This is an optimization exercise on Yosys and OpenROAD, whose aim is small area, not a production implementation.
Only simulation tests tie the RTL to the original design; equivalence was not proved.
Power figures rest on the tool's default switching activity, not on a simulated workload.

## flow/design.v

```verilog
module PEv3(
    input clk,
    input rst,
    input in_en,
    input [7:0] data_horz,
    input [7:0] data_obli,
    input [7:0] data_vert,
    input active,
    input A, B, C, D, E, H,
    output logic [7:0] horz_out,
    output logic [7:0] obli_out,
    output logic bypass_en,
    output logic [7:0] opsum
    );
    parameter iWIDTH = 8;
    parameter oWIDTH = 8;
    logic [7:0] data_a_reg, data_b_reg, m_reg, psum_reg;
    logic [7:0] m_wire, a_wire, psum_mux;
    always @(posedge clk) begin
        data_a_reg <= (rst & active & A & in_en) ? data_horz : 8'd0;
        data_b_reg <= (rst & active & B & in_en) ? (H ? data_vert : data_obli) : 8'd0;
    end
    mul8lo u_mul(.a(data_a_reg), .b(data_b_reg), .p(m_wire));
    assign psum_mux = (active & C) ? psum_reg : 8'd0;
    assign a_wire = m_reg + psum_mux;
    always @(posedge clk) begin
        m_reg <= m_wire;
        psum_reg <= a_wire;
        opsum <= (active & D) ? a_wire : (E ? data_vert : 8'd0);
        bypass_en <= in_en;
    end
    assign horz_out = data_a_reg;
    assign obli_out = data_b_reg;
endmodule
module mul8lo(input [7:0] a, input [7:0] b, output [7:0] p);
  wire w1, w2, w3, w4, w5, w6, w7, w8, w9, w10, w11, w12, w13, w14, w15, w16, w17, w18, w19, w20, w21, w22, w23, w24, w25, w26, w27, w28, w29, w30, w31, w32, w33, w34, w35, w36, w37, w38, w39, w40, w41, w42;
  assign p[0] = (a[0] & b[0]);
  assign w1 = (a[0] & b[1]) ^ (a[1] & b[0]);
  assign w2 = (a[0] & b[1]) & (a[1] & b[0]);
  assign p[1] = w1;
  assign w3 = (a[0] & b[2]) ^ (a[1] & b[1]) ^ (a[2] & b[0]);
  assign w4 = ((a[0] & b[2]) & (a[1] & b[1])) | ((a[0] & b[2]) & (a[2] & b[0])) | ((a[1] & b[1]) & (a[2] & b[0]));
  assign w5 = w2 ^ w3;
  assign w6 = w2 & w3;
  assign p[2] = w5;
  assign w7 = (a[0] & b[3]) ^ (a[1] & b[2]) ^ (a[2] & b[1]);
  assign w8 = ((a[0] & b[3]) & (a[1] & b[2])) | ((a[0] & b[3]) & (a[2] & b[1])) | ((a[1] & b[2]) & (a[2] & b[1]));
  assign w9 = (a[3] & b[0]) ^ w4 ^ w6;
  assign w10 = ((a[3] & b[0]) & w4) | ((a[3] & b[0]) & w6) | (w4 & w6);
  assign w11 = w7 ^ w9;
  assign w12 = w7 & w9;
  assign p[3] = w11;
  assign w13 = (a[0] & b[4]) ^ (a[1] & b[3]) ^ (a[2] & b[2]);
  assign w14 = ((a[0] & b[4]) & (a[1] & b[3])) | ((a[0] & b[4]) & (a[2] & b[2])) | ((a[1] & b[3]) & (a[2] & b[2]));
  assign w15 = (a[3] & b[1]) ^ (a[4] & b[0]) ^ w8;
  assign w16 = ((a[3] & b[1]) & (a[4] & b[0])) | ((a[3] & b[1]) & w8) | ((a[4] & b[0]) & w8);
  assign w17 = w10 ^ w12 ^ w13;
  assign w18 = (w10 & w12) | (w10 & w13) | (w12 & w13);
  assign w19 = w15 ^ w17;
  assign w20 = w15 & w17;
  assign p[4] = w19;
  assign w21 = (a[0] & b[5]) ^ (a[1] & b[4]) ^ (a[2] & b[3]);
  assign w22 = ((a[0] & b[5]) & (a[1] & b[4])) | ((a[0] & b[5]) & (a[2] & b[3])) | ((a[1] & b[4]) & (a[2] & b[3]));
  assign w23 = (a[3] & b[2]) ^ (a[4] & b[1]) ^ (a[5] & b[0]);
  assign w24 = ((a[3] & b[2]) & (a[4] & b[1])) | ((a[3] & b[2]) & (a[5] & b[0])) | ((a[4] & b[1]) & (a[5] & b[0]));
  assign w25 = w14 ^ w16 ^ w18;
  assign w26 = (w14 & w16) | (w14 & w18) | (w16 & w18);
  assign w27 = w20 ^ w21 ^ w23;
  assign w28 = (w20 & w21) | (w20 & w23) | (w21 & w23);
  assign w29 = w25 ^ w27;
  assign w30 = w25 & w27;
  assign p[5] = w29;
  assign w31 = (a[0] & b[6]) ^ (a[1] & b[5]) ^ (a[2] & b[4]);
  assign w32 = ((a[0] & b[6]) & (a[1] & b[5])) | ((a[0] & b[6]) & (a[2] & b[4])) | ((a[1] & b[5]) & (a[2] & b[4]));
  assign w33 = (a[3] & b[3]) ^ (a[4] & b[2]) ^ (a[5] & b[1]);
  assign w34 = ((a[3] & b[3]) & (a[4] & b[2])) | ((a[3] & b[3]) & (a[5] & b[1])) | ((a[4] & b[2]) & (a[5] & b[1]));
  assign w35 = (a[6] & b[0]) ^ w22 ^ w24;
  assign w36 = ((a[6] & b[0]) & w22) | ((a[6] & b[0]) & w24) | (w22 & w24);
  assign w37 = w26 ^ w28 ^ w30;
  assign w38 = (w26 & w28) | (w26 & w30) | (w28 & w30);
  assign w39 = w31 ^ w33 ^ w35;
  assign w40 = (w31 & w33) | (w31 & w35) | (w33 & w35);
  assign w41 = w37 ^ w39;
  assign w42 = w37 & w39;
  assign p[6] = w41;
  assign p[7] = (a[0] & b[7]) ^ (a[1] & b[6]) ^ (a[2] & b[5]) ^ (a[3] & b[4]) ^ (a[4] & b[3]) ^ (a[5] & b[2]) ^ (a[6] & b[1]) ^ (a[7] & b[0]) ^ w32 ^ w34 ^ w36 ^ w38 ^ w40 ^ w42;
endmodule
module ACv2(
    input clk,
    input rst,
    input [7:0] ipsum,
    input bn_param_in_en,
    input [15:0] bn_param_in,
    input [2:0] config_bits,
    input in_en,
    input F,
    output [7:0] data_out,
    output logic data_out_en,
    output logic [15:0] bn_param_out,
    output logic bn_param_out_en
    );
    parameter IN_WIDTH = 8;
    parameter ACC_WIDTH = 8;
    parameter BN_SCALE_WIDTH = 8;
    parameter BN_SHIFT_WIDTH = 8;
    logic [7:0] ipsum_reg, psum_reg, add_node, bn_node;
    logic [15:0] bn_param_reg;
    logic in_en_dly;
    always @(posedge clk) begin
        ipsum_reg <= (rst & in_en) ? ipsum : 8'd0;
        psum_reg <= add_node;
        in_en_dly <= in_en;
        if (~rst)
            bn_param_reg <= 16'd0;
        else if (bn_param_in_en)
            bn_param_reg <= bn_param_in;
        bn_param_out_en <= bn_param_in_en;
        bn_param_out <= bn_param_in;
    end
    wire [7:0] acc_sum = ipsum_reg + psum_reg;
    assign add_node = (config_bits[2] & in_en_dly) ? acc_sum : ipsum_reg;
    muladd8lo u_bn(.a(add_node), .b(bn_param_reg[15:8]), .c(bn_param_reg[7:0]), .p(bn_node));
    assign data_out = config_bits[0] ? bn_node : add_node;
    assign data_out_en = F;
endmodule
module muladd8lo(input [7:0] a, input [7:0] b, input [7:0] c, output [7:0] p);
  wire w1, w2, w3, w4, w5, w6, w7, w8, w9, w10, w11, w12, w13, w14, w15, w16, w17, w18, w19, w20, w21, w22, w23, w24, w25, w26, w27, w28, w29, w30, w31, w32, w33, w34, w35, w36, w37, w38, w39, w40, w41, w42, w43, w44, w45, w46, w47, w48, w49, w50, w51, w52, w53, w54, w55, w56, w57, w58, w59, w60, w61, w62, w63, w64, w65, w66, w67, w68, w69, w70, w71, w72, w73, w74, w75, w76, w77, w78, w79, w80, w81, w82, w83, w84, w85, w86, w87, w88;
  assign w1 = (a[0] & b[5]) ^ (a[1] & b[4]);
  assign w2 = (a[0] & b[5]) & (a[1] & b[4]);
  assign w3 = (a[0] & b[6]) ^ (a[1] & b[5]) ^ (a[2] & b[4]);
  assign w4 = ((a[0] & b[6]) & (a[1] & b[5])) | ((a[0] & b[6]) & (a[2] & b[4])) | ((a[1] & b[5]) & (a[2] & b[4]));
  assign w5 = (a[3] & b[3]) ^ (a[4] & b[2]);
  assign w6 = (a[3] & b[3]) & (a[4] & b[2]);
  assign w7 = (a[0] & b[3]) ^ (a[1] & b[2]);
  assign w8 = (a[0] & b[3]) & (a[1] & b[2]);
  assign w9 = (a[0] & b[4]) ^ (a[1] & b[3]) ^ (a[2] & b[2]);
  assign w10 = ((a[0] & b[4]) & (a[1] & b[3])) | ((a[0] & b[4]) & (a[2] & b[2])) | ((a[1] & b[3]) & (a[2] & b[2]));
  assign w11 = (a[3] & b[1]) ^ (a[4] & b[0]);
  assign w12 = (a[3] & b[1]) & (a[4] & b[0]);
  assign w13 = w1 ^ (a[2] & b[3]) ^ (a[3] & b[2]);
  assign w14 = (w1 & (a[2] & b[3])) | (w1 & (a[3] & b[2])) | ((a[2] & b[3]) & (a[3] & b[2]));
  assign w15 = (a[4] & b[1]) ^ (a[5] & b[0]) ^ c[5];
  assign w16 = ((a[4] & b[1]) & (a[5] & b[0])) | ((a[4] & b[1]) & c[5]) | ((a[5] & b[0]) & c[5]);
  assign w17 = w3 ^ w5 ^ (a[5] & b[1]);
  assign w18 = (w3 & w5) | (w3 & (a[5] & b[1])) | (w5 & (a[5] & b[1]));
  assign w19 = (a[6] & b[0]) ^ c[6] ^ w2;
  assign w20 = ((a[6] & b[0]) & c[6]) | ((a[6] & b[0]) & w2) | (c[6] & w2);
  assign w21 = (a[0] & b[2]) ^ (a[1] & b[1]);
  assign w22 = (a[0] & b[2]) & (a[1] & b[1]);
  assign w23 = w7 ^ (a[2] & b[1]) ^ (a[3] & b[0]);
  assign w24 = (w7 & (a[2] & b[1])) | (w7 & (a[3] & b[0])) | ((a[2] & b[1]) & (a[3] & b[0]));
  assign w25 = w9 ^ w11 ^ c[4];
  assign w26 = (w9 & w11) | (w9 & c[4]) | (w11 & c[4]);
  assign w27 = w13 ^ w15 ^ w10;
  assign w28 = (w13 & w15) | (w13 & w10) | (w15 & w10);
  assign w29 = w17 ^ w19 ^ w14;
  assign w30 = (w17 & w19) | (w17 & w14) | (w19 & w14);
  assign w31 = (a[0] & b[1]) ^ (a[1] & b[0]);
  assign w32 = (a[0] & b[1]) & (a[1] & b[0]);
  assign w33 = w21 ^ (a[2] & b[0]) ^ c[2];
  assign w34 = (w21 & (a[2] & b[0])) | (w21 & c[2]) | ((a[2] & b[0]) & c[2]);
  assign w35 = w23 ^ c[3] ^ w22;
  assign w36 = (w23 & c[3]) | (w23 & w22) | (c[3] & w22);
  assign w37 = w25 ^ w8 ^ w24;
  assign w38 = (w25 & w8) | (w25 & w24) | (w8 & w24);
  assign w39 = w27 ^ w12 ^ w26;
  assign w40 = (w27 & w12) | (w27 & w26) | (w12 & w26);
  assign w41 = w29 ^ w16 ^ w28;
  assign w42 = (w29 & w16) | (w29 & w28) | (w16 & w28);
  assign w43 = (a[0] & b[0]) & c[0];
  assign w44 = (a[0] & b[0]) ^ c[0];
  assign w45 = w31 & c[1];
  assign w46 = w31 ^ c[1];
  assign w47 = w33 & w32;
  assign w48 = w33 ^ w32;
  assign w49 = w35 & w34;
  assign w50 = w35 ^ w34;
  assign w51 = w37 & w36;
  assign w52 = w37 ^ w36;
  assign w53 = w39 & w38;
  assign w54 = w39 ^ w38;
  assign w55 = w41 & w40;
  assign w56 = w41 ^ w40;
  assign w57 = w45 | (w46 & w43);
  assign w58 = w46 & w44;
  assign w59 = w49 | (w50 & w47);
  assign w60 = w50 & w48;
  assign w61 = w53 | (w54 & w51);
  assign w62 = w54 & w52;
  assign w63 = w47 | (w48 & w57);
  assign w64 = w48 & w58;
  assign w65 = w59 | (w60 & w57);
  assign w66 = w60 & w58;
  assign w67 = w55 | (w56 & w61);
  assign w68 = w56 & w62;
  assign w69 = w51 | (w52 & w65);
  assign w70 = w52 & w66;
  assign w71 = w61 | (w62 & w65);
  assign w72 = w62 & w66;
  assign w73 = w67 | (w68 & w65);
  assign w74 = w68 & w66;
  assign p[0] = w44;
  assign p[1] = w46 ^ w43;
  assign p[2] = w48 ^ w57;
  assign p[3] = w50 ^ w63;
  assign p[4] = w52 ^ w65;
  assign p[5] = w54 ^ w69;
  assign p[6] = w56 ^ w71;
  assign w75 = (a[0] & b[7]) ^ (a[1] & b[6]);
  assign w76 = (a[2] & b[5]) ^ (a[3] & b[4]);
  assign w77 = (a[4] & b[3]) ^ (a[5] & b[2]);
  assign w78 = (a[6] & b[1]) ^ (a[7] & b[0]);
  assign w79 = c[7] ^ w4;
  assign w80 = w6 ^ w18;
  assign w81 = w20 ^ w30;
  assign w82 = w75 ^ w76;
  assign w83 = w77 ^ w78;
  assign w84 = w79 ^ w80;
  assign w85 = w81 ^ w42;
  assign w86 = w82 ^ w83;
  assign w87 = w84 ^ w85;
  assign w88 = w86 ^ w87;
  assign p[7] = w88 ^ w73;
endmodule
`timescale 1ns / 1ps
module SystolicBank_v2(
	clk,
	rst,
	in_en,
	conv_mm,
	isac,
	isrelu,
	isbn,
	active_1,
	active_2,
	active_3,
	data_in_horz_1,
	data_in_horz_2,
	data_in_horz_3,
	data_in_obli_1,
	data_in_obli_2,
	data_in_obli_3,
	data_in_obli_4,
	data_in_obli_5,
	data_in_obli_6,
	bn_param_in,
	bn_param_in_en,
	A_1,
	A_2,
	A_3,
	A_4,
	B_1,
	B_2,
	B_3,
	B_4,
	C_1,
	C_2,
	C_3,
	C_4,
	D_1,
	D_2,
	D_3,
	D_4,
	E_1,
	E_2,
	E_3,
	E_4,
	F_1,
	F_2,
	F_3,
	F_4,
	G_1,
	G_2,
	G_3,
	G_4,
	H_1,
	H_2,
	H_3,
	H_4,
	dout_en_1,
	dout_en_2,
	dout_en_3,
	dout_en_4,
	dout_1,
	dout_2,
	dout_3,
	dout_4
);
	parameter nCols = 4;
	parameter nRows = 3;
	parameter iWidth = 8;
	parameter oWidth = 8;
	localparam MODE_CONV = 0; localparam MODE_MM = 1;
	input clk, rst, in_en, conv_mm, isac, isrelu, isbn;
	input active_1;
	input active_2;
	input active_3;
	input [7:0] data_in_horz_1;
	input [7:0] data_in_horz_2;
	input [7:0] data_in_horz_3;
	input [7:0] data_in_obli_1;
	input [7:0] data_in_obli_2;
	input [7:0] data_in_obli_3;
	input [7:0] data_in_obli_4;
	input [7:0] data_in_obli_5;
	input [7:0] data_in_obli_6;
	input [15:0] bn_param_in;
	input bn_param_in_en;
	input A_1;
	input A_2;
	input A_3;
	input A_4;
	input B_1;
	input B_2;
	input B_3;
	input B_4;
	input C_1;
	input C_2;
	input C_3;
	input C_4;
	input D_1;
	input D_2;
	input D_3;
	input D_4;
	input E_1;
	input E_2;
	input E_3;
	input E_4;
	input F_1;
	input F_2;
	input F_3;
	input F_4;
	input G_1;
	input G_2;
	input G_3;
	input G_4;
	input H_1;
	input H_2;
	input H_3;
	input H_4;
	output [7:0] dout_1;
	output [7:0] dout_2;
	output [7:0] dout_3;
	output [7:0] dout_4;
	output dout_en_1;
	output dout_en_2;
	output dout_en_3;
	output dout_en_4;
	logic bypass_en_1_0;
	logic bypass_en_1_1;
	logic bypass_en_1_2;
	logic bypass_en_1_3;
	logic bypass_en_1_4;
	logic bypass_en_2_0;
	logic bypass_en_2_1;
	logic bypass_en_2_2;
	logic bypass_en_2_3;
	logic bypass_en_2_4;
	logic bypass_en_3_0;
	logic bypass_en_3_1;
	logic bypass_en_3_2;
	logic bypass_en_3_3;
	logic bypass_en_3_4;
	logic [7:0] data_in_vert_1_1;
	logic [7:0] data_in_vert_1_2;
	logic [7:0] data_in_vert_1_3;
	logic [7:0] data_in_vert_1_4;
	logic [7:0] data_in_vert_2_1;
	logic [7:0] data_in_vert_2_2;
	logic [7:0] data_in_vert_2_3;
	logic [7:0] data_in_vert_2_4;
	logic [7:0] data_in_vert_3_1;
	logic [7:0] data_in_vert_3_2;
	logic [7:0] data_in_vert_3_3;
	logic [7:0] data_in_vert_3_4;
	logic [7:0] data_in_vert_4_1;
	logic [7:0] data_in_vert_4_2;
	logic [7:0] data_in_vert_4_3;
	logic [7:0] data_in_vert_4_4;
	logic [7:0] data_in_horz_1_0;
	logic [7:0] data_in_horz_1_1;
	logic [7:0] data_in_horz_1_2;
	logic [7:0] data_in_horz_1_3;
	logic [7:0] data_in_horz_1_4;
	logic [7:0] data_in_horz_2_0;
	logic [7:0] data_in_horz_2_1;
	logic [7:0] data_in_horz_2_2;
	logic [7:0] data_in_horz_2_3;
	logic [7:0] data_in_horz_2_4;
	logic [7:0] data_in_horz_3_0;
	logic [7:0] data_in_horz_3_1;
	logic [7:0] data_in_horz_3_2;
	logic [7:0] data_in_horz_3_3;
	logic [7:0] data_in_horz_3_4;
	logic [7:0] data_in_horz_4_0;
	logic [7:0] data_in_horz_4_1;
	logic [7:0] data_in_horz_4_2;
	logic [7:0] data_in_horz_4_3;
	logic [7:0] data_in_horz_4_4;
	logic [7:0] data_in_obli_1_0;
	logic [7:0] data_in_obli_1_1;
	logic [7:0] data_in_obli_1_2;
	logic [7:0] data_in_obli_1_3;
	logic [7:0] data_in_obli_1_4;
	logic [7:0] data_in_obli_2_0;
	logic [7:0] data_in_obli_2_1;
	logic [7:0] data_in_obli_2_2;
	logic [7:0] data_in_obli_2_3;
	logic [7:0] data_in_obli_2_4;
	logic [7:0] data_in_obli_3_0;
	logic [7:0] data_in_obli_3_1;
	logic [7:0] data_in_obli_3_2;
	logic [7:0] data_in_obli_3_3;
	logic [7:0] data_in_obli_3_4;
	logic [7:0] data_in_obli_4_0;
	logic [7:0] data_in_obli_4_1;
	logic [7:0] data_in_obli_4_2;
	logic [7:0] data_in_obli_4_3;
	logic [7:0] data_in_obli_4_4;
	logic [15:0] bn_param_out_1;
	logic [15:0] bn_param_out_2;
	logic [15:0] bn_param_out_3;
	logic [15:0] bn_param_out_4;
	logic bn_param_out_en_1;
	logic bn_param_out_en_2;
	logic bn_param_out_en_3;
	logic bn_param_out_en_4;
	assign data_in_vert_4_1 = (conv_mm == MODE_CONV)? 0: data_in_obli_3;
	assign data_in_vert_4_2 = (conv_mm == MODE_CONV)? 0: data_in_obli_4;
	assign data_in_vert_4_3 = (conv_mm == MODE_CONV)? 0: data_in_obli_5;
	assign data_in_vert_4_4 = (conv_mm == MODE_CONV)? 0: data_in_obli_6;
	assign bypass_en_1_0 = in_en;
	assign bypass_en_2_0 = in_en;
	assign bypass_en_3_0 = in_en;
	assign data_in_horz_1_0 = data_in_horz_1;
	assign data_in_horz_2_0 = data_in_horz_2;
	assign data_in_horz_3_0 = data_in_horz_3;
	assign data_in_obli_2_0 = (conv_mm == MODE_CONV)? data_in_obli_1: 0;
	assign data_in_obli_3_0 = (conv_mm == MODE_CONV)? data_in_obli_2: 0;
	assign data_in_obli_4_0 = (conv_mm == MODE_CONV)? data_in_obli_3: 0;
	assign data_in_obli_4_1 = (conv_mm == MODE_CONV)? data_in_obli_4: 0;
	assign data_in_obli_4_2 = (conv_mm == MODE_CONV)? data_in_obli_5: 0;
	assign data_in_obli_4_3 = (conv_mm == MODE_CONV)? data_in_obli_6: 0;
	PEv3 # (.iWIDTH(iWidth), .oWIDTH(oWidth)) p_1_1(.clk(clk), .rst(rst), .in_en(bypass_en_1_0), .data_vert(data_in_vert_2_1), .active(active_1), .data_horz(data_in_horz_1_0), .data_obli(data_in_obli_2_0), .A(A_1), .B(B_1), .C(C_1), .D(D_1), .E(E_1), .H(H_1), .horz_out(data_in_horz_1_1), .obli_out(data_in_obli_1_1), .bypass_en(bypass_en_1_1), .opsum(data_in_vert_1_1));
	PEv3 # (.iWIDTH(iWidth), .oWIDTH(oWidth)) p_1_2(.clk(clk), .rst(rst), .in_en(bypass_en_1_1), .data_vert(data_in_vert_2_2), .active(active_1), .data_horz(data_in_horz_1_1), .data_obli(data_in_obli_2_1), .A(A_2), .B(B_2), .C(C_2), .D(D_2), .E(E_2), .H(H_2), .horz_out(data_in_horz_1_2), .obli_out(data_in_obli_1_2), .bypass_en(bypass_en_1_2), .opsum(data_in_vert_1_2));
	PEv3 # (.iWIDTH(iWidth), .oWIDTH(oWidth)) p_1_3(.clk(clk), .rst(rst), .in_en(bypass_en_1_2), .data_vert(data_in_vert_2_3), .active(active_1), .data_horz(data_in_horz_1_2), .data_obli(data_in_obli_2_2), .A(A_3), .B(B_3), .C(C_3), .D(D_3), .E(E_3), .H(H_3), .horz_out(data_in_horz_1_3), .obli_out(data_in_obli_1_3), .bypass_en(bypass_en_1_3), .opsum(data_in_vert_1_3));
	PEv3 # (.iWIDTH(iWidth), .oWIDTH(oWidth)) p_1_4(.clk(clk), .rst(rst), .in_en(bypass_en_1_3), .data_vert(data_in_vert_2_4), .active(active_1), .data_horz(data_in_horz_1_3), .data_obli(data_in_obli_2_3), .A(A_4), .B(B_4), .C(C_4), .D(D_4), .E(E_4), .H(H_4), .horz_out(data_in_horz_1_4), .obli_out(data_in_obli_1_4), .bypass_en(bypass_en_1_4), .opsum(data_in_vert_1_4));
	PEv3 # (.iWIDTH(iWidth), .oWIDTH(oWidth)) p_2_1(.clk(clk), .rst(rst), .in_en(bypass_en_2_0), .data_vert(data_in_vert_3_1), .active(active_2), .data_horz(data_in_horz_2_0), .data_obli(data_in_obli_3_0), .A(A_1), .B(B_1), .C(C_1), .D(D_1), .E(E_1), .H(H_1), .horz_out(data_in_horz_2_1), .obli_out(data_in_obli_2_1), .bypass_en(bypass_en_2_1), .opsum(data_in_vert_2_1));
	PEv3 # (.iWIDTH(iWidth), .oWIDTH(oWidth)) p_2_2(.clk(clk), .rst(rst), .in_en(bypass_en_2_1), .data_vert(data_in_vert_3_2), .active(active_2), .data_horz(data_in_horz_2_1), .data_obli(data_in_obli_3_1), .A(A_2), .B(B_2), .C(C_2), .D(D_2), .E(E_2), .H(H_2), .horz_out(data_in_horz_2_2), .obli_out(data_in_obli_2_2), .bypass_en(bypass_en_2_2), .opsum(data_in_vert_2_2));
	PEv3 # (.iWIDTH(iWidth), .oWIDTH(oWidth)) p_2_3(.clk(clk), .rst(rst), .in_en(bypass_en_2_2), .data_vert(data_in_vert_3_3), .active(active_2), .data_horz(data_in_horz_2_2), .data_obli(data_in_obli_3_2), .A(A_3), .B(B_3), .C(C_3), .D(D_3), .E(E_3), .H(H_3), .horz_out(data_in_horz_2_3), .obli_out(data_in_obli_2_3), .bypass_en(bypass_en_2_3), .opsum(data_in_vert_2_3));
	PEv3 # (.iWIDTH(iWidth), .oWIDTH(oWidth)) p_2_4(.clk(clk), .rst(rst), .in_en(bypass_en_2_3), .data_vert(data_in_vert_3_4), .active(active_2), .data_horz(data_in_horz_2_3), .data_obli(data_in_obli_3_3), .A(A_4), .B(B_4), .C(C_4), .D(D_4), .E(E_4), .H(H_4), .horz_out(data_in_horz_2_4), .obli_out(data_in_obli_2_4), .bypass_en(bypass_en_2_4), .opsum(data_in_vert_2_4));
	PEv3 # (.iWIDTH(iWidth), .oWIDTH(oWidth)) p_3_1(.clk(clk), .rst(rst), .in_en(bypass_en_3_0), .data_vert(data_in_vert_4_1), .active(active_3), .data_horz(data_in_horz_3_0), .data_obli(data_in_obli_4_0), .A(A_1), .B(B_1), .C(C_1), .D(D_1), .E(E_1), .H(H_1), .horz_out(data_in_horz_3_1), .obli_out(data_in_obli_3_1), .bypass_en(bypass_en_3_1), .opsum(data_in_vert_3_1));
	PEv3 # (.iWIDTH(iWidth), .oWIDTH(oWidth)) p_3_2(.clk(clk), .rst(rst), .in_en(bypass_en_3_1), .data_vert(data_in_vert_4_2), .active(active_3), .data_horz(data_in_horz_3_1), .data_obli(data_in_obli_4_1), .A(A_2), .B(B_2), .C(C_2), .D(D_2), .E(E_2), .H(H_2), .horz_out(data_in_horz_3_2), .obli_out(data_in_obli_3_2), .bypass_en(bypass_en_3_2), .opsum(data_in_vert_3_2));
	PEv3 # (.iWIDTH(iWidth), .oWIDTH(oWidth)) p_3_3(.clk(clk), .rst(rst), .in_en(bypass_en_3_2), .data_vert(data_in_vert_4_3), .active(active_3), .data_horz(data_in_horz_3_2), .data_obli(data_in_obli_4_2), .A(A_3), .B(B_3), .C(C_3), .D(D_3), .E(E_3), .H(H_3), .horz_out(data_in_horz_3_3), .obli_out(data_in_obli_3_3), .bypass_en(bypass_en_3_3), .opsum(data_in_vert_3_3));
	PEv3 # (.iWIDTH(iWidth), .oWIDTH(oWidth)) p_3_4(.clk(clk), .rst(rst), .in_en(bypass_en_3_3), .data_vert(data_in_vert_4_4), .active(active_3), .data_horz(data_in_horz_3_3), .data_obli(data_in_obli_4_3), .A(A_4), .B(B_4), .C(C_4), .D(D_4), .E(E_4), .H(H_4), .horz_out(data_in_horz_3_4), .obli_out(data_in_obli_3_4), .bypass_en(bypass_en_3_4), .opsum(data_in_vert_3_4));
	ACv2 # (.IN_WIDTH(oWidth), .ACC_WIDTH(oWidth), .BN_SCALE_WIDTH(oWidth), .BN_SHIFT_WIDTH(oWidth)) ac_1(.clk(clk), .rst(rst), .config_bits({isac, isrelu, isbn}), .in_en(G_1), .ipsum(data_in_vert_1_1), .F(F_1), .bn_param_in_en(bn_param_in_en), .bn_param_in(bn_param_in), .bn_param_out(bn_param_out_1), .bn_param_out_en(bn_param_out_en_1), .data_out_en(dout_en_1), .data_out(dout_1));
	ACv2 # (.IN_WIDTH(oWidth), .ACC_WIDTH(oWidth), .BN_SCALE_WIDTH(oWidth), .BN_SHIFT_WIDTH(oWidth)) ac_2(.clk(clk), .rst(rst), .config_bits({isac, isrelu, isbn}), .in_en(G_2), .ipsum(data_in_vert_1_2), .F(F_2), .bn_param_in_en(bn_param_out_en_1), .bn_param_in(bn_param_out_1), .bn_param_out(bn_param_out_2), .bn_param_out_en(bn_param_out_en_2), .data_out_en(dout_en_2), .data_out(dout_2));
	ACv2 # (.IN_WIDTH(oWidth), .ACC_WIDTH(oWidth), .BN_SCALE_WIDTH(oWidth), .BN_SHIFT_WIDTH(oWidth)) ac_3(.clk(clk), .rst(rst), .config_bits({isac, isrelu, isbn}), .in_en(G_3), .ipsum(data_in_vert_1_3), .F(F_3), .bn_param_in_en(bn_param_out_en_2), .bn_param_in(bn_param_out_2), .bn_param_out(bn_param_out_3), .bn_param_out_en(bn_param_out_en_3), .data_out_en(dout_en_3), .data_out(dout_3));
	ACv2 # (.IN_WIDTH(oWidth), .ACC_WIDTH(oWidth), .BN_SCALE_WIDTH(oWidth), .BN_SHIFT_WIDTH(oWidth)) ac_4(.clk(clk), .rst(rst), .config_bits({isac, isrelu, isbn}), .in_en(G_4), .ipsum(data_in_vert_1_4), .F(F_4), .bn_param_in_en(bn_param_out_en_3), .bn_param_in(bn_param_out_3), .bn_param_out(bn_param_out_4), .bn_param_out_en(bn_param_out_en_4), .data_out_en(dout_en_4), .data_out(dout_4));
endmodule
module DFSMv2(
    input clk,
    input rst,
    input start,
    input [23:0] config_bits,
    input in_en,
    output logic start_out,
    output logic in_en_bypass,
    output logic A, B, C, D, E, F, G, H
    );
    parameter MAX_nPERIOD = 512;
    parameter MAX_nLMAC = 3072;
    parameter MAX_nSHFT = 3;
    localparam S0 = 2'd0, S1 = 2'd1, S2 = 2'd2, S0p = 2'd3;
    wire mode = config_bits[23];
    wire [8:0] config_nPeriod = config_bits[22:14];
    wire [11:0] config_nLMAC = config_bits[13:2];
    wire [1:0] config_nSHFT = config_bits[1:0];
    logic [1:0] state;
    logic [11:0] mac_count;
    logic [8:0] period_count;
    logic [2:0] F_dly;
    wire [11:0] mac_inc = mac_count + 12'd1;
    wire [8:0] period_inc = period_count + 9'd1;
    wire mac_more = mac_inc < config_nLMAC;
    wire shft_more = mac_count[1:0] < config_nSHFT - 2'd1;
    wire per_more = period_inc < config_nPeriod;
    always @(posedge clk) begin
        if (~rst) begin
            state <= S0;
            mac_count <= 12'd0;
            period_count <= 9'd0;
            F_dly <= 3'd0;
            F <= 1'b0;
        end
        else begin
            case (state)
                S0: begin
                    if (start) state <= S0p;
                    mac_count <= 12'd0;
                    period_count <= 9'd0;
                end
                S0p: begin
                    if (in_en) state <= S1;
                end
                S1: begin
                    if (!mac_more) state <= S2;
                    else if (~in_en) state <= S0p;
                    mac_count <= mac_more ? mac_inc : 12'd0;
                end
                S2: begin
                    if (!shft_more) state <= per_more ? (in_en ? S1 : S0p) : S0;
                    mac_count <= shft_more ? {10'd0, mac_count[1:0] + 2'd1} : 12'd0;
                    if (!mac_count[1]) period_count <= per_more ? period_inc : 9'd0;
                end
            endcase
            F_dly <= {F_dly[1:0], state == S2 && mac_count[1:0] == 2'd0};
            F <= F_dly[config_nSHFT - 2'd1];
        end
    end
    assign A = state == S1;
    assign B = state == S1 || state == S0p;
    always @(posedge clk) begin
        C <= state == S1 || state == S0p;
        D <= state == S1;
        E <= state == S2;
        H <= mode && state == S1;
        in_en_bypass <= in_en;
        start_out <= start;
    end
    assign G = E;
endmodule
module DFSMv3(
    input clk,
    input rst,
    input start,
    input [23:0] config_bits,
    input all_data_rdy,
    input in_en,
    output logic start_out,
    output logic in_en_bypass,
    output logic data_preread,
    output logic A, B, C, D, E, F, G, H
    );
    parameter MAX_nPERIOD = 512;
    parameter MAX_nLMAC = 3072;
    parameter MAX_nSHFT = 3;
    localparam S0 = 2'd0, S1 = 2'd1, S2 = 2'd2, S0p = 2'd3;
    wire mode = config_bits[23];
    wire [8:0] config_nPeriod = config_bits[22:14];
    wire [11:0] config_nLMAC = config_bits[13:2];
    wire [1:0] config_nSHFT = config_bits[1:0];
    logic [1:0] state;
    logic [11:0] mac_count;
    logic [8:0] period_count;
    logic [4:0] F_dly;
    wire [11:0] mac_inc = mac_count + 12'd1;
    wire [8:0] period_inc = period_count + 9'd1;
    wire mac_more = mac_inc < config_nLMAC;
    wire shft_more = mac_count[1:0] < config_nSHFT - 2'd1;
    wire per_more = period_inc < config_nPeriod;
    always @(posedge clk) begin
        if (~rst) begin
            state <= S0;
            mac_count <= 12'd0;
            period_count <= 9'd0;
            F_dly <= 5'd0;
            F <= 1'b0;
        end
        else begin
            case (state)
                S0: begin
                    if (start) state <= S0p;
                    mac_count <= 12'd0;
                    period_count <= 9'd0;
                end
                S0p: begin
                    if (all_data_rdy) state <= S1;
                end
                S1: begin
                    if (!mac_more) state <= S2;
                    else if (~all_data_rdy) state <= S0p;
                    mac_count <= mac_more ? mac_inc : 12'd0;
                end
                S2: begin
                    if (!shft_more) state <= per_more ? (all_data_rdy ? S1 : S0p) : S0;
                    mac_count <= shft_more ? {10'd0, mac_count[1:0] + 2'd1} : 12'd0;
                    if (!mac_count[1]) period_count <= per_more ? period_inc : 9'd0;
                end
            endcase
            F_dly <= {F_dly[3:0], state == S2 && mac_count[1:0] == 2'd0};
            F <= F_dly[{1'b0, config_nSHFT} + 3'd1];
        end
    end
    logic A_dly, B_dly, D_dly1, E_dly1, E_dly2, H_dly1, H_dly2;
    always @(posedge clk) begin
        A_dly <= state == S1;
        A <= A_dly;
        D_dly1 <= A;
        D <= D_dly1;
        B_dly <= state == S1 || state == S0p;
        B <= B_dly;
        C <= B;
        E_dly1 <= state == S2;
        E_dly2 <= E_dly1;
        E <= E_dly2;
        H_dly1 <= mode && state == S1;
        H_dly2 <= H_dly1;
        H <= H_dly2;
        in_en_bypass <= in_en;
        start_out <= start;
    end
    assign G = E;
    assign data_preread = state == S1;
endmodule
module SystolicCore(
	input clk,
	input rst,
	input start,
	input mode_conv_mm,
	input isac,
	input isrelu,
	input isbn,
	input [22:0] dfsm_config,
	input all_data_rdy,
	input pe_config_1_1,
	input pe_config_1_2,
	input pe_config_1_3,
	input pe_config_2_1,
	input pe_config_2_2,
	input pe_config_2_3,
	input [7:0] data_horz_1_1,
	input [7:0] data_horz_1_2,
	input [7:0] data_horz_1_3,
	input [7:0] data_horz_2_1,
	input [7:0] data_horz_2_2,
	input [7:0] data_horz_2_3,
	input [7:0] data_obli_1,
	input [7:0] data_obli_2,
	input [7:0] data_obli_3,
	input [7:0] data_obli_4,
	input [7:0] data_obli_5,
	input [7:0] data_obli_6,
	input [15:0] data_bn_1,
	input [15:0] data_bn_2,
	input data_bn_en,
	output data_preread,
	output [7:0] dout_1_1,
	output [7:0] dout_1_2,
	output [7:0] dout_1_3,
	output [7:0] dout_1_4,
	output [7:0] dout_2_1,
	output [7:0] dout_2_2,
	output [7:0] dout_2_3,
	output [7:0] dout_2_4,
	output dout_en_1_1,
	output dout_en_1_2,
	output dout_en_1_3,
	output dout_en_1_4,
	output dout_en_2_1,
	output dout_en_2_2,
	output dout_en_2_3,
	output dout_en_2_4
);
	parameter nCols = 4;
	parameter nRows = 3;
	parameter iWidth = 8;
	parameter oWidth = 8;
	parameter DFSM_MAX_nPERIOD = 512;
	parameter DFSM_MAX_nLMAC = 3072;
	parameter DFSM_MAX_nSHFT = 3;
	logic A_1, A_2, A_3, A_4;
	logic B_1, B_2, B_3, B_4;
	logic C_1, C_2, C_3, C_4;
	logic D_1, D_2, D_3, D_4;
	logic E_1, E_2, E_3, E_4;
	logic F_1, F_2, F_3, F_4;
	logic G_1, G_2, G_3, G_4;
	logic H_1, H_2, H_3, H_4;
	logic dfsm_data_en_1, dfsm_data_en_2, dfsm_data_en_3, dfsm_data_en_4;
	logic start_bypass_1, start_bypass_2, start_bypass_3, start_bypass_4;
	logic array_data_en;
	always@(posedge clk) begin
		array_data_en <= data_preread;
	end
	SystolicBank_v2 # (.iWidth(iWidth), .oWidth(oWidth), .nRows(nRows), .nCols(nCols)) bank_1(.clk(clk), .rst(rst), .in_en(array_data_en), .conv_mm(mode_conv_mm), .isac(isac), .isrelu(isrelu), .isbn(isbn), .bn_param_in_en(data_bn_en), .bn_param_in(data_bn_1), .active_1(pe_config_1_1), .active_2(pe_config_1_2), .active_3(pe_config_1_3), .data_in_horz_1(data_horz_1_1), .data_in_horz_2(data_horz_1_2), .data_in_horz_3(data_horz_1_3), .data_in_obli_1(data_obli_1), .data_in_obli_2(data_obli_2), .data_in_obli_3(data_obli_3), .data_in_obli_4(data_obli_4), .data_in_obli_5(data_obli_5), .data_in_obli_6(data_obli_6), .A_1(A_1), .A_2(A_2), .A_3(A_3), .A_4(A_4), .B_1(B_1), .B_2(B_2), .B_3(B_3), .B_4(B_4), .C_1(C_1), .C_2(C_2), .C_3(C_3), .C_4(C_4), .D_1(D_1), .D_2(D_2), .D_3(D_3), .D_4(D_4), .E_1(E_1), .E_2(E_2), .E_3(E_3), .E_4(E_4), .F_1(F_1), .F_2(F_2), .F_3(F_3), .F_4(F_4), .G_1(G_1), .G_2(G_2), .G_3(G_3), .G_4(G_4), .H_1(H_1), .H_2(H_2), .H_3(H_3), .H_4(H_4), .dout_en_1(dout_en_1_1), .dout_en_2(dout_en_1_2), .dout_en_3(dout_en_1_3), .dout_en_4(dout_en_1_4), .dout_1(dout_1_1), .dout_2(dout_1_2), .dout_3(dout_1_3), .dout_4(dout_1_4));
	SystolicBank_v2 # (.iWidth(iWidth), .oWidth(oWidth), .nRows(nRows), .nCols(nCols)) bank_2(.clk(clk), .rst(rst), .in_en(array_data_en), .conv_mm(mode_conv_mm), .isac(isac), .isrelu(isrelu), .isbn(isbn), .bn_param_in_en(data_bn_en), .bn_param_in(data_bn_2), .active_1(pe_config_2_1), .active_2(pe_config_2_2), .active_3(pe_config_2_3), .data_in_horz_1(data_horz_2_1), .data_in_horz_2(data_horz_2_2), .data_in_horz_3(data_horz_2_3), .data_in_obli_1(data_obli_1), .data_in_obli_2(data_obli_2), .data_in_obli_3(data_obli_3), .data_in_obli_4(data_obli_4), .data_in_obli_5(data_obli_5), .data_in_obli_6(data_obli_6), .A_1(A_1), .A_2(A_2), .A_3(A_3), .A_4(A_4), .B_1(B_1), .B_2(B_2), .B_3(B_3), .B_4(B_4), .C_1(C_1), .C_2(C_2), .C_3(C_3), .C_4(C_4), .D_1(D_1), .D_2(D_2), .D_3(D_3), .D_4(D_4), .E_1(E_1), .E_2(E_2), .E_3(E_3), .E_4(E_4), .F_1(F_1), .F_2(F_2), .F_3(F_3), .F_4(F_4), .G_1(G_1), .G_2(G_2), .G_3(G_3), .G_4(G_4), .H_1(H_1), .H_2(H_2), .H_3(H_3), .H_4(H_4), .dout_en_1(dout_en_2_1), .dout_en_2(dout_en_2_2), .dout_en_3(dout_en_2_3), .dout_en_4(dout_en_2_4), .dout_1(dout_2_1), .dout_2(dout_2_2), .dout_3(dout_2_3), .dout_4(dout_2_4));
	DFSMv3 # (.MAX_nPERIOD(DFSM_MAX_nPERIOD), .MAX_nLMAC(DFSM_MAX_nLMAC), .MAX_nSHFT(DFSM_MAX_nSHFT)) fsm_1(.clk(clk), .rst(rst), .config_bits({mode_conv_mm, dfsm_config}), .all_data_rdy(all_data_rdy), .in_en(array_data_en), .start(start), .data_preread(data_preread), .in_en_bypass(dfsm_data_en_1), .start_out(start_bypass_1), .A(A_1), .B(B_1), .C(C_1), .D(D_1), .E(E_1), .F(F_1), .G(G_1), .H(H_1));
	DFSMv2 # (.MAX_nPERIOD(DFSM_MAX_nPERIOD), .MAX_nLMAC(DFSM_MAX_nLMAC), .MAX_nSHFT(DFSM_MAX_nSHFT)) fsm_2(.clk(clk), .rst(rst), .config_bits({mode_conv_mm, dfsm_config}), .in_en(dfsm_data_en_1), .start(start_bypass_1), .in_en_bypass(dfsm_data_en_2), .start_out(start_bypass_2), .A(A_2), .B(B_2), .C(C_2), .D(D_2), .E(E_2), .F(F_2), .G(G_2), .H(H_2));
	DFSMv2 # (.MAX_nPERIOD(DFSM_MAX_nPERIOD), .MAX_nLMAC(DFSM_MAX_nLMAC), .MAX_nSHFT(DFSM_MAX_nSHFT)) fsm_3(.clk(clk), .rst(rst), .config_bits({mode_conv_mm, dfsm_config}), .in_en(dfsm_data_en_2), .start(start_bypass_2), .in_en_bypass(dfsm_data_en_3), .start_out(start_bypass_3), .A(A_3), .B(B_3), .C(C_3), .D(D_3), .E(E_3), .F(F_3), .G(G_3), .H(H_3));
	DFSMv2 # (.MAX_nPERIOD(DFSM_MAX_nPERIOD), .MAX_nLMAC(DFSM_MAX_nLMAC), .MAX_nSHFT(DFSM_MAX_nSHFT)) fsm_4(.clk(clk), .rst(rst), .config_bits({mode_conv_mm, dfsm_config}), .in_en(dfsm_data_en_3), .start(start_bypass_3), .in_en_bypass(dfsm_data_en_4), .start_out(start_bypass_4), .A(A_4), .B(B_4), .C(C_4), .D(D_4), .E(E_4), .F(F_4), .G(G_4), .H(H_4));
endmodule
```

## flow/config.mk

```make
export PLATFORM = sky130hd
export DESIGN_NAME = SystolicCore
export DESIGN_NICKNAME = SystolicCore
export VERILOG_FILES = /design/flow/design.v
export SDC_FILE = /design/flow/constraint.sdc
export NUM_CORES = 4
export LEC_CHECK = 0
export CAP_MARGIN = 20
export CORE_MARGIN = 2
export CORE_UTILIZATION = 45
export PLACE_DENSITY = 0.6
export SETUP_SLACK_MARGIN = 0.3
export SLEW_MARGIN = 20
```

## flow/constraint.sdc

```tcl
create_clock -name core_clock -period 12.0 [get_ports {clk}]
set_input_delay 2.4000 -clock core_clock [delete_from_list [all_inputs] [get_ports {clk}]]
set_output_delay 2.4000 -clock core_clock [all_outputs]
set_load 0.01 [all_outputs]
```

## flow/run.sh

```bash
#!/bin/bash
# synth_recipe.tcl (not shown) runs the flow's synth.tcl, then flattens the netlist and writes it again
# the make line also repeats each setting of config.mk as NAME=value (left out here)
make -C /OpenROAD-flow-scripts/flow DESIGN_CONFIG=/design/flow/config.mk WORK_HOME=/design/flow/orfs CLKGATE_MAP_FILE= SYNTH_SCRIPT=/design/flow/synth_recipe.tcl finish
```

==> summary.txt, run 1 <==
The part of the total power dissipated in the clock network came out at 43.7%. CTS built an H-tree with a depth of 4. In the final timing run, aggregate negative setup slack is 0 ns. Global routing finished with a remaining overflow of 0. The switching part of the total came out at 28.2%. The clock period minus worst slack is 11.51 ns. The initial antenna violation count came out at 14. The number of input and output port buffers inserted came out at 237. For the worst setup path, the data required time is 9.60 ns. The relative max-transition margin is 24.9%.

The biggest fanout along the worst timing path came out at 26. The critical path endpoint category is a primary output. The share of async-settable or async-resettable flops after synthesis is 0%. The floorplan core area came out at 181,000 sq um.

The critical setup path kind is input port to primary output. In this run, the combinational gates consume 12.9% of the power. The compound-gate portion of the synthesized area came out at 7.37%.

The highest clock frequency the design can meet came out at 86.9 MHz. Once detail routing completed, the nets flagged for antenna violations numbered 0. The initial cell density of the core came out at 45.4%. The site row count came out at 156. The number of cells on the worst hold path came out at 0. The largest vdd supply drop is 132 uV. The area added between synthesis and finish came out at 12.6%. The share of the synthesized area in the top cell type came out at 35.5%.

The detailed router's first-iteration violation count came out at 3,570. The total of endpoints with negative setup slack in the final report is 0. The met3 routed wirelength came out at 9.79 mm. The setup slack on the worst flop-to-flop path is 6.75 ns. The pre-CTS setup slack is 0.516 ns. Of the post-synthesis cell area, the part taken by muxes is 3.56%.

Max-cap violations in this run came to 0. In this run the clock root is driven by a sky130_fd_sc_hd__clkbuf_16. Setup repair after global routing could not meet its margin everywhere. TritonCTS built the clock tree. The number of detailed-route iterations in the first pass is 6. The internal power summed over all cells is 8.72 mW. The worst-margin pin slew is 1.12 ns. The cell area after synthesis came out at 82,100 sq um. Clock skew on the completed layout was measured at 0.0459 ns. The dominant register cell in the synthesized netlist is sky130_fd_sc_hd__dfxtp_1.

The worst hold slack after final layout came out at 0.327 ns. Sequential elements use 35.5% of the synthesized area. The met1 wire length is 98.8 mm.

The highest layer touched by signal routing is met5. The number of synthesized flops with an enable pin is 0. The startpoint class of the critical path is an input port. For this run, the number of Yosys warnings is 5.

The maximum root-to-sink buffer count came out at 3. The count of final max-slew check failures came to 0. For hold timing, the worst endpoint is fsm_1.E. In the routed design, unresolved DRC markers number 0. The routed wirelength normalized by instance count is 19.1 microns. Power spread over the standard cell area amounts to 131 nW/um^2.

The number of hold-slack violations in the final timing report came out at 0. The number of global-route vias before repair is 59,535. The min-delay analysis places its worst path in the category flip-flop to flip-flop. For this design the static power due to leakage is 41.4 nW. The net count after synthesis came out at 9,867. Dividing the detail-routed via count by the number of cells gives 5.20.

The worst path uses 95.9% of the clock period. The placer congestion estimate is 0.905. The clock transition time at the flip-flop clock pins of the worst setup and hold paths came out at 0.06 ns.

The total number of vias is 58,594. For this design the top-level I/O count stands at 239. The library cell used most frequently in the layout, excluding fill and tap cells, is sky130_fd_sc_hd__dfxtp_1.

In the layout the commonest cells are sky130_fd_sc_hd__dfxtp_1 (1,450), sky130_fd_sc_hd__nand2_1 (898), sky130_fd_sc_hd__and2_1 (846). The post-layout net count came out at 10,043. After synthesis, the largest family of logic cells by area is adder cells. The simple-gate share of the synthesized area came out at 18.9%. The number of cell instances on the worst register-to-register path is 23. The per-instance average area after synthesis is 9.56 sq um. The full die area is 186,000 sq um. After synthesis, the cell types taking the most area are sky130_fd_sc_hd__dfxtp_1 (36%), sky130_fd_sc_hd__fa_1 (13%), sky130_fd_sc_hd__ha_1 (8.8%). The routed wire length is 215 mm. The synthesized netlist cell count is 8,589. The maximum number of pins on one net before global-route repair came out at 83. The overall die width came out at 431 microns. The power consumption is 12.1 mW. STA puts the critical path data arrival time at 9.11 ns. The ratio of cells with drive above 1 in the final layout came out at 5.50%. In this run the power spent charging and discharging nets is 3.43 mW. The global-route wire length before repair came out at 339 mm. The startpoint identified for the worst register-to-register timing path is bank_2.p_3_1.data_b_reg[1]. In this run the most critical hold path is launched from fsm_1.E_dly2. The number of distinct library cells after synthesis is 69. The y dimension of the die came out at 431 microns. The total met2 wirelength after detailed routing came out at 100 mm.

The run finished with no timing, DRC or antenna violations. The count of clock tree sinks is 1,457. The number of synthesized register bits is 1,457.

The capturing point of the worst reg2reg path is bank_2.p_3_1.m_reg[7]. The overall track demand over capacity in global routing is 23.1%. The share of the synthesized netlist area taken by xor and xnor gates is 7.71%. The total CTS buffers is 161. Of all cell types, the one taking the most synthesized area is sky130_fd_sc_hd__dfxtp_1. The least setup slack across all paths after layout is 0.492 ns.

The fraction of the mapped netlist area in adder cells is 21.9%. The detailed-placement wirelength estimate came out at 167 mm. The clock latency reported for the late side of the worst-skew pair is 0.82 ns. The power share of the sequential group came out at 43.4%. The core occupancy in the finished layout came out at 51.1%.
## synthesized netlist by cell type (all sizes together), types with 24 or more instances
master,count
a21boi,24
a21o,90
a21oi,292
a31o,71
a31oi,54
and2,849
and3,313
buf,55
clkbuf,203
dfxtp,1457
fa,536
ha,576
inv,834
mux2,27
mux2i,259
nand2,901
nand2b,32
nand3,245
nand4b,26
nor2,418
nor2b,59
nor3,35
o21a,24
o21ai,163
o21bai,72
xnor2,482
xor2,179
## routing by layer
layer  track usage [%]  vias to the layer above
met5                 0                        -
met4              7.16                        4
met3              2.97                      326
met2              38.2                     1349
met1              31.5                    28580
li1                  -                    28335
## logic make-up after synthesis
logic type,count (synthesis)
AND/OR/NAND/NOR,3021
flip-flops,1457
adder cells (fa/ha/maj),1112
buffers and inverters,1092
AO/OA/AOI/OAI,935
XOR/XNOR,685
multiplexers,287
## metrics by stage
step / instance area, sq um / std cells
4_1_cts: 92400 / 11267
2_1_floorplan: 82100 / 8589
6_report: 92400 / 11276
3_3_place_gp: 86600 / 10972
3_5_place_dp: 86600 / 10972
5_1_grt: 92400 / 11273
## worst max-delay path by stage
stage | slack [ns] | end | startpoint
2_1_floorplan | 1.65 | dout_2_1[7] | isac
3_3_place_gp | 0.61 | dout_1_3[7] | isac
3_5_place_dp | 0.52 | dout_2_3[7] | isac
4_1_cts | 0.50 | dout_2_3[7] | isac
5_1_grt | 0.20 | dout_2_2[7] | isac
6_report | 0.49 | dout_2_2[7] | isac
## final cells by class
| type | count | area [sq um] |
|---|---|---|
| Antenna cell | 9 | 22.5 |
| Clock buffer | 207 | 4510 |
| Clock inverter | 88 | 1260 |
| Fill cell | 16521 | 88500 |
| Inverter | 834 | 3140 |
| Multi-Input combinational cell | 6040 | 48800 |
| Sequential cell | 1457 | 29200 |
| Tap cell | 2370 | 2970 |
| Timing Repair Buffer | 271 | 2590 |
## repair_timing
action | 4_1_cts | 5_1_grt
gates resized for setup | 0 | 1
endpoints found under the setup margin | 0 | 3
hold buffers | 0 | 0
setup buffers | 0 | 0
## power by group through the flow
stage               logic [mW]  registers (mW)  clock network (mW)
finish                    1.57            5.27                5.31
CTS                       1.56            5.27                5.42
floorplan                 1.07            5.20                   0
global route              1.71            5.29                5.62
detailed placement        1.56            5.37                   0
global placement          1.52            5.37                   0
## worst max-delay path, stage by stage
cell                              delay [ns]
sky130_fd_sc_hd__buf_2                  0.36
sky130_fd_sc_hd__and2_4                 0.44
sky130_fd_sc_hd__a31oi_1                0.16
sky130_fd_sc_hd__or3_1                  0.48
sky130_fd_sc_hd__and2_1                 0.20
sky130_fd_sc_hd__ha_1                   0.27
sky130_fd_sc_hd__inv_1                  0.05
sky130_fd_sc_hd__fa_1                   0.49
sky130_fd_sc_hd__fa_1                   0.53
sky130_fd_sc_hd__fa_1                   0.55
sky130_fd_sc_hd__inv_1                  0.05
sky130_fd_sc_hd__ha_1                   0.21
sky130_fd_sc_hd__or3_1                  0.37
sky130_fd_sc_hd__a311oi_1               0.24
sky130_fd_sc_hd__nor3_1                 0.11
sky130_fd_sc_hd__xor3_1                 0.38
sky130_fd_sc_hd__xnor3_1                0.39
sky130_fd_sc_hd__xnor2_1                0.26
sky130_fd_sc_hd__a21boi_1               0.10
sky130_fd_sc_hd__o2bb2ai_1              0.41
sky130_fd_sc_hd__clkdlybuf4s50_1        0.63
==> run 2: changes to the inputs <==
--- a/flow/design.v
+++ b/flow/design.v
@@ -24,3 +24,3 @@
     assign psum_mux = (active & C) ? psum_reg : 8'd0;
-    assign a_wire = m_reg + psum_mux;
+    add8 u_add(.a(m_reg), .b(psum_mux), .s(a_wire));
     always @(posedge clk) begin
@@ -87,2 +87,12 @@
 endmodule
+module add8(input [7:0] a, input [7:0] b, output [7:0] s);
+  wire [7:0] c;
+  assign s[0] = a[0] ^ b[0];
+  assign c[0] = a[0] & b[0];
+  genvar i;
+  generate for (i = 1; i < 8; i = i + 1) begin : g_bit
+    assign s[i] = a[i] ^ b[i] ^ c[i-1];
+    assign c[i] = (a[i] & b[i]) | (a[i] & c[i-1]) | (b[i] & c[i-1]);
+  end endgenerate
+endmodule
 module ACv2(
==> run 2 against run 1 <==
  * Hold slack got worse by 0.0018 ns
  * Via count fell by 8.1%
  * Worst setup slack improved by 0.63 ns
  * Register-to-register slack got worse by 0.16 ns
  * Clock power fell by 0.9%
==> summary.txt, run 2 <==
The core occupancy in the finished layout came out at 51.3% (+0.18 points). The most used flip-flop cell after synthesis is sky130_fd_sc_hd__dfxtp_1. The count of H-tree levels built during CTS is 4 (unchanged). The met1 wire length came to 93.0 mm (-5.9%). The flow ran to the end and the layout has no timing, DRC or antenna violations. The site row count came out at 153 (-1.9%). The cell area after synthesis came out at 78,900 sq um (-3.9%). The register area is 29,200 sq um (about the same). The placer congestion estimate is 0.882 (-2.5%). The largest vdd supply drop was 133 uV (+0.59%). STA classifies the critical path endpoint as a primary output. The floorplan core area came to 174,000 sq um (-3.8%).

The detailed-placement wirelength estimate was 156 mm (-6.5%). The endpoint required time on the critical path is 9.60 ns (about the same). The count of clock tree sinks was 1,457 (unchanged). The maximum number of pins on one net before global-route repair is 128 (+54%).

The maximum clock skew at final layout came out at 0.0440 ns (-0.00194 ns). The startpoint identified for the worst register-to-register timing path is bank_1.p_2_1.data_a_reg[0]. The number of synthesized flops with an enable pin came out at 0 (unchanged). The number of detailed-route iterations in the first pass is 6 (unchanged). The share of power burned in combinational logic is 10.8% (-2.1 points).

By count the netlist is led by sky130_fd_sc_hd__dfxtp_1 (1,457), sky130_fd_sc_hd__nand2_1 (1,057), sky130_fd_sc_hd__and2_1 (833). The overall die width is 423 microns (-2.0%). The met3 routed wirelength came out at 9.35 mm (-4.5%). The net count after synthesis came out at 9,233 (-6.4%). The total buffers and inverters traversed by the critical path came out at 6 (+2). The switching part of the total is 27.1% (-1.1 points). The total CTS buffers came to 160 (-0.62%). The highest clock frequency the design can meet came to 91.9 MHz (+5.8%). The number of hold-slack violations in the final timing report was 0 (unchanged). The power density relative to cell area came out at 131 nW/um^2 (about the same). In the post-synthesis netlist, the cell with the most instances is sky130_fd_sc_hd__dfxtp_1. From synthesis to final layout, the design area changed by 13.1%. The number of input and output port buffers inserted is 237 (unchanged).

The critical path in this run is classified as input port to primary output. The switching power came out at 3.18 mW (-7.2%). The library cell used most frequently in the layout, excluding fill and tap cells, is sky130_fd_sc_hd__dfxtp_1. The final clock period utilization by the worst path is 90.7% (-5.2 points). The count of instances resized after the clock tree is built came to 0 (unchanged).

The clock transition time at the flip-flop clock pins of the worst setup and hold paths came out at 0.06 ns (about the same). The share of synthesized area occupied by flip-flops and latches came out at 37.0% (+1.4 points). The initial antenna violation count is 16 (+2). The routed wire length is 201 mm (-6.8%). The clock period minus worst slack came out at 10.88 ns (-0.629 ns). The share of the synthesized area in the top cell type came to 37.0% (+1.4 points). The remaining antenna violation count is 0 (unchanged). By area the synthesized netlist is led by sky130_fd_sc_hd__dfxtp_1 (37%), sky130_fd_sc_hd__fa_1 (17%), sky130_fd_sc_hd__ha_1 (6.9%).

The global-route wire length before repair came out at 317 mm (-6.3%). The arrival time of data at the critical path endpoint came out at 8.48 ns (-0.63 ns). The number of buffers inserted by post-CTS setup repair is 0 (unchanged). The CTS tree is done. The routed wirelength normalized by instance count is 18.8 microns (-1.3%).

The number of cells on the worst hold path came out at 0 (unchanged). The number of violations of the max-capacitance limit was 0 (unchanged). The highest layer touched by signal routing is met5.

Setup repair after global routing left no endpoint under its margin. The maximum root-to-sink buffer count is 3 (unchanged). The count of final max-slew check failures came out at 0 (unchanged). Traced cell by cell, the critical path runs through buf_2 -> buf_12 -> and2_1 -> buf_4 -> o221ai_1 -> nor3_1 -> nor2b_1 -> ha_1 -> inv_1 -> fa_1 -> fa_1 -> fa_1 -> inv_1 -> ha_1 -> a21o_1 -> a31o_2 -> xnor2_1 -> xnor3_1 -> xnor2_1 -> a21o_1 -> a22o_1 -> clkdlybuf4s50_1. The filler cell count is 15,792 (-4.4%).

The hold buffer count at cts is 0 (unchanged). The leakage power figure came out at 40.0 nW (-3.4%). The per-instance average area after synthesis came out at 9.89 sq um (+3.4%).

The biggest fanout along the worst timing path came out at 46 (+77%). The warning count from the yosys run came out at 5 (unchanged). The total number of vias came to 53,841 (-8.1%). The total met2 wirelength after detailed routing came out at 92.9 mm (-7.5%). The number of synthesized register bits is 1,457 (unchanged). The start point of the critical path is isac.

The worst-margin pin slew is 1.18 ns (+0.0529 ns). The remaining global-route overflow is 0 (unchanged). The overall track demand over capacity in global routing is 22.6% (-0.53 points).

The number of cell instances on the worst register-to-register path is 22 (-4.3%). The total of endpoints with negative setup slack in the final report is 0 (unchanged). The worst setup path is launched from an input port. The residual DRC count is 0 (unchanged). The per-cell via count in the routed design is 5.06 (-2.7%). The number of I/O pins is 239 (unchanged). The most repeated library cell on the critical path is sky130_fd_sc_hd__fa_1. The worst hold path begins at fsm_1.H_dly2.

The post-layout net count is 9,439 (-6.0%). The synthesized netlist cell count is 7,979 (-7.1%). The full die area is 179,000 sq um (-3.9%).

Grouping stages by cell kind, the critical path spends the most delay in adder cells. The share of async-settable or async-resettable flops after synthesis came out at 0% (unchanged). The area occupied by multi-input gates is 45,900 sq um (-5.9%). The number of global-route vias before repair is 55,141 (-7.4%). The initial cell density of the core came out at 45.3% (about the same).

The largest individual stage delay along the critical path comes from the cell sky130_fd_sc_hd__fa_1. The y dimension of the die came to 423 microns (-2.0%). The relative max-transition margin came out at 21.5% (-3.4 points). The ratio of cells with drive above 1 in the final layout came out at 5.10% (-0.40 points). In the layout the commonest cells are sky130_fd_sc_hd__dfxtp_1 (1,449), sky130_fd_sc_hd__nand2_1 (1,057), sky130_fd_sc_hd__and2_1 (833). The internal power summed over all cells came out at 8.55 mW (-1.9%).

The setup total negative slack is 0 ns (unchanged). The number of distinct library cells after synthesis came out at 76 (+10%). The power share of the sequential group is 44.4% (+1.0 points). The maximum single-stage delay on the critical path is 0.56 ns (-0.07 ns). Clock tree synthesis selected as its root buffer the cell sky130_fd_sc_hd__clkbuf_16. The detailed router's first-iteration violation count is 3,189 (-11%).

The path class of the tightest hold or removal check is flip-flop to flip-flop. The count of cell instances traversed by the critical path came out at 22 (+4.8%). The clock latency reported for the late side of the worst-skew pair is 0.81 ns (about the same). The part of the total power dissipated in the clock network came out at 44.8% (+1.1 points).

The dominant cell type by area after synthesis is sky130_fd_sc_hd__dfxtp_1.
[run 2: cell types whose count changed after synthesis, moves of 65 or more]
cell / delta
sky130_fd_sc_hd__nor2b_1: +125
sky130_fd_sc_hd__ha_1: -144
sky130_fd_sc_hd__o21bai_1: -65
sky130_fd_sc_hd__fa_1: +120
sky130_fd_sc_hd__a21oi_1: -176
sky130_fd_sc_hd__nor2_1: -208
sky130_fd_sc_hd__nand2_1: +159
[run 2: worst paths after layout]
path / slack (ns) / endpoint
worst max register to register: 6.59 / bank_1.p_2_1.m_reg[7]
worst min-delay path: 0.33 / fsm_1.H
worst min register to register: 0.33 / fsm_1.H
worst max-delay path: 1.12 / dout_1_4[7]
[run 2: cell families after synthesis]
group | synth area share, %
AND/OR/NAND/NOR | 19.7
flip-flops | 37.0
adder cells (fa/ha/maj) | 23.5
buffers and inverters | 4.87
XOR/XNOR | 6.65
AO/OA/AOI/OAI | 4.56
multiplexers | 3.70
[run 2: final cells by class]
| type | count | area share, % |
|---|---|---|
| multi-input combinational | 5518 | 51.4 |
| sequential | 1457 | 32.7 |
| clock buffer | 206 | 5.03 |
| tap | 2325 | 3.26 |
| inverter | 774 | 3.26 |
| timing repair buffer | 274 | 2.95 |
| clock inverter | 88 | 1.37 |
| antenna | 7 | 0.0196 |
[run 2: power groups by stage]
stage | sequential (mW) | combinational [mW] | clock, mW
2_1_floorplan | 5.18 | 0.878 | 0
3_3_place_gp | 5.31 | 1.24 | 0
3_5_place_dp | 5.32 | 1.26 | 0
4_1_cts | 5.21 | 1.26 | 5.35
5_1_grt | 5.23 | 1.38 | 5.57
6_report | 5.21 | 1.26 | 5.26
[run 2: per-layer routing]
layer | global-route usage (%) | vias up
met2 | 36.7 | 1201
li1 | - | 25910
met3 | 3.23 | 280
met5 | 0 | -
met1 | 31.2 | 26448
met4 | 6.69 | 2
[run 2: per-stage QoR]
stage                     worst slack [ns]  area (sq um)  cells  power (mW)  hold slack, ns
final                                 1.12         89200  10649        11.7           0.326
after detailed placement              1.10         83500  10348        6.58           0.315
after global placement                1.13         83500  10348        6.55           0.312
after global routing                 0.778         89200  10647        12.2           0.333
after floorplan                       2.42         78900   7979        6.06           0.310
after CTS                             1.08         89200  10642        11.8           0.329
==> run 3: changes to the inputs <==
--- a/flow/config.mk
+++ b/flow/config.mk
@@ -10,2 +10,3 @@
 export CORE_UTILIZATION = 45
+export CTS_BUF_LIST = sky130_fd_sc_hd__clkbuf_8
 export PLACE_DENSITY = 0.6
==> run 3 against run 2 <==
  * Register-to-register slack is essentially flat
  * Die area unchanged
  * Largest cell class unchanged
  * Sequential share of layout area is 0.15 points higher
  * Non-clock buffer count stayed put
  * Critical path type unchanged
==> summary.txt, run 3 <==
The share of async-settable or async-resettable flops after synthesis came out at 0% (unchanged). The total number of vias is 54,333 (+0.91%). Setup repair after global routing left no endpoint under its margin. The number of violations of the max-capacitance limit came out at 0 (unchanged). The overall die width came out at 423 microns (unchanged). The highest clock frequency the design can meet came out at 92.0 MHz (+0.14%).

The filler cell count came out at 15,955 (+1.0%). The site row count was 153 (unchanged). The maximum single-stage delay on the critical path came out at 0.56 ns (about the same). The number of distinct library cells after synthesis is 76 (unchanged). The remaining global-route overflow is 0 (unchanged). The flow ran to the end and the layout has no timing, DRC or antenna violations. The y dimension of the die came to 423 microns (unchanged). The post-place instance area is 83,500 sq um (unchanged). The cell area after synthesis is 78,900 sq um (unchanged). The library cells used most frequently in the layout, excluding fill and tap cells, are sky130_fd_sc_hd__dfxtp_1 (1,449), sky130_fd_sc_hd__nand2_1 (1,057), sky130_fd_sc_hd__and2_1 (833). The maximum root-to-sink buffer count came out at 3 (unchanged). The synthesized netlist cell count is 7,979 (unchanged). The floorplan core area was 174,000 sq um (unchanged). The overall track demand over capacity in global routing came out at 22.7% (+0.10 points). The per-cell via count in the routed design came out at 5.04 (-0.39%).

The commonest non-fill, non-tap cell in the layout is sky130_fd_sc_hd__dfxtp_1. Walking the worst path, the cells encountered are buf_2 -> buf_12 -> and2_1 -> buf_4 -> o221ai_1 -> nor3_1 -> nor2b_1 -> ha_1 -> inv_1 -> fa_1 -> fa_1 -> fa_1 -> inv_1 -> ha_1 -> a21o_1 -> a31o_2 -> xnor2_1 -> xnor3_1 -> xnor2_1 -> a21o_1 -> a22o_1 -> clkdlybuf4s50_1. The net count after synthesis is 9,233 (unchanged). The power density relative to cell area is 126 nW/um^2 (-3.9%). The leakage power figure is 40.1 nW (+0.43%).

The initial antenna violation count came to 17 (+1). The per-instance average area after synthesis is 9.89 sq um (unchanged). The warning count from the yosys run is 5 (unchanged). Counting instances in the post-synthesis netlist gives the leading cell types as sky130_fd_sc_hd__dfxtp_1 (1,457), sky130_fd_sc_hd__nand2_1 (1,057), sky130_fd_sc_hd__and2_1 (833). The arrival time of data at the critical path endpoint came out at 8.46 ns (-0.02 ns). STA classifies the critical path startpoint as an input port.

The total met2 wirelength after detailed routing was 93.3 mm (+0.44%). The root buffer cell chosen for the clock tree is sky130_fd_sc_hd__clkbuf_8. Counting stages on the worst path, the most repeated cell is sky130_fd_sc_hd__fa_1.

The biggest fanout along the worst timing path is 46 (unchanged). The remaining antenna violation count was 0 (unchanged). The routed wirelength normalized by instance count is 18.7 microns (-0.74%).

The dominant register cell in the synthesized netlist is sky130_fd_sc_hd__dfxtp_1. The worst setup path is captured at a primary output. The number of synthesized register bits is 1,457 (unchanged).

Yosys attributes the largest share of cell area to sky130_fd_sc_hd__dfxtp_1 (37%), sky130_fd_sc_hd__fa_1 (17%), sky130_fd_sc_hd__ha_1 (6.9%). The number of buffers inserted by post-CTS setup repair came out at 0 (unchanged). The met1 wire length was 92.4 mm (-0.65%). The total CTS buffers came out at 240 (+50%).

The clock period minus worst slack is 10.86 ns (-0.0147 ns). The mux cell area share after synthesis was 3.70% (unchanged). The ratio of cells with drive above 1 in the final layout is 6.22% (+1.1 points). The count of H-tree levels built during CTS is 4 (unchanged).
## run 3: cell types whose count changed in the layout (fill, tap and decap cells not counted), moves of 5 or more
cell	change
sky130_fd_sc_hd__clkinv_4	-5
sky130_fd_sc_hd__clkbuf_16	-161
sky130_fd_sc_hd__clkinvlp_4	-10
sky130_fd_sc_hd__clkinv_2	+21
sky130_fd_sc_hd__clkbuf_1	-16
sky130_fd_sc_hd__inv_6	-8
sky130_fd_sc_hd__inv_1	+53
sky130_fd_sc_hd__clkbuf_8	+265
## run 3: cell families (layout without fill, tap and decap cells)
kind of cell               after synthesis  count (layout)
other                                    0               7
DFF                                   1457            1457
xor gates and xnor gates               572             572
AOI/OAI and AO/OA                      560             560
and+or+nand+nor                       3016            3016
muxes                                  282             282
adders and majority gates             1088            1088
buffers and inverters                 1004            1481
## run 3: area by class of cell
| cell class | instances | area (sq um) | area share, % |
|---|---|---|---|
| multi-input cells | 5518 | 45900 | 51.7 |
| flip-flops and latches | 1457 | 29200 | 32.9 |
| clock buffers | 294 | 4050 | 4.56 |
| well taps | 2325 | 2910 | 3.28 |
| inverters | 774 | 2910 | 3.27 |
| repair buffers | 274 | 2630 | 2.96 |
| clock inverters | 139 | 1240 | 1.40 |
| diodes | 7 | 17.5 | 0.0197 |
## run 3: routing by layer
| layer | GRT usage [%] | up-vias |
|---|---|---|
| met3 | 3.49 | 332 |
| met4 | 6.94 | 0 |
| met2 | 37.0 | 1307 |
| li1 | - | 26090 |
| met1 | 31.1 | 26604 |
| met5 | 0 | - |
## run 3: critical path, delay by kind of cell
kind	cells	cell delay, ns
xor gates and xnor gates	3	0.76
adders and majority gates	5	2.19
AOI/OAI and AO/OA	5	0.89
buffers and inverters	6	1.38
and+or+nand+nor	3	0.81
## run 3: path summary, 6_finish.rpt
check	startpoint	to	slack [ns]	cells past startpoint
worst max-delay path	isac	dout_1_4[7]	1.14	22
worst min-delay path	fsm_1.H_dly1	fsm_1.H_dly2	0.33	0
worst max register to register	bank_1.p_2_1.data_a_reg[0]	bank_1.p_2_1.m_reg[7]	6.58	22
worst min register to register	fsm_1.H_dly1	fsm_1.H_dly2	0.33	0
## run 3: stage by stage
step,util [%],cells,setup WS [ns],hold slack (ns),total power [mW]
3_3_place_gp,48.0,10348,1.13,0.312,6.55
2_1_floorplan,-,7979,2.42,0.310,6.06
5_1_grt,51.0,10786,0.777,0.334,11.7
4_1_cts,51.0,10781,1.08,0.324,11.3
6_report,51.0,10788,1.14,0.326,11.2
3_5_place_dp,48.0,10348,1.10,0.315,6.58
## run 3: report_power, final
part	total (mW)	switching, mW	leakage, nW	internal (mW)
clock	4.75	2.12	2.93	2.63
sequential	5.21	0.219	11.8	4.99
combinational	1.26	0.828	25.4	0.434
total	11.2	3.17	40.1	8.05

==> afterwards: timing with drivers on the ports <==
Ports are ideal in the flow. The routed layouts listed here were re-timed in OpenROAD.
Step 1 assumes that a clkbuf_16 drives the clock port and a buf_2 every other input.
Step 2 also shifts input and output timing later by t, the mid clock arrival at the registers, as if the neighbouring blocks saw the same clock.
a / b / c = no drivers / after step 1 / after step 2; a / b = the first two.
run | t, ns | slack for setup (ns)
run 1 | 0.878 | 0.492 / 0.427 / 0.427
run 2 | 0.873 | 1.121 / 1.046 / 1.046
run 3 | 1.051 | 1.135 / 1.062 / 1.062
After both steps every run listed still meets setup and hold.
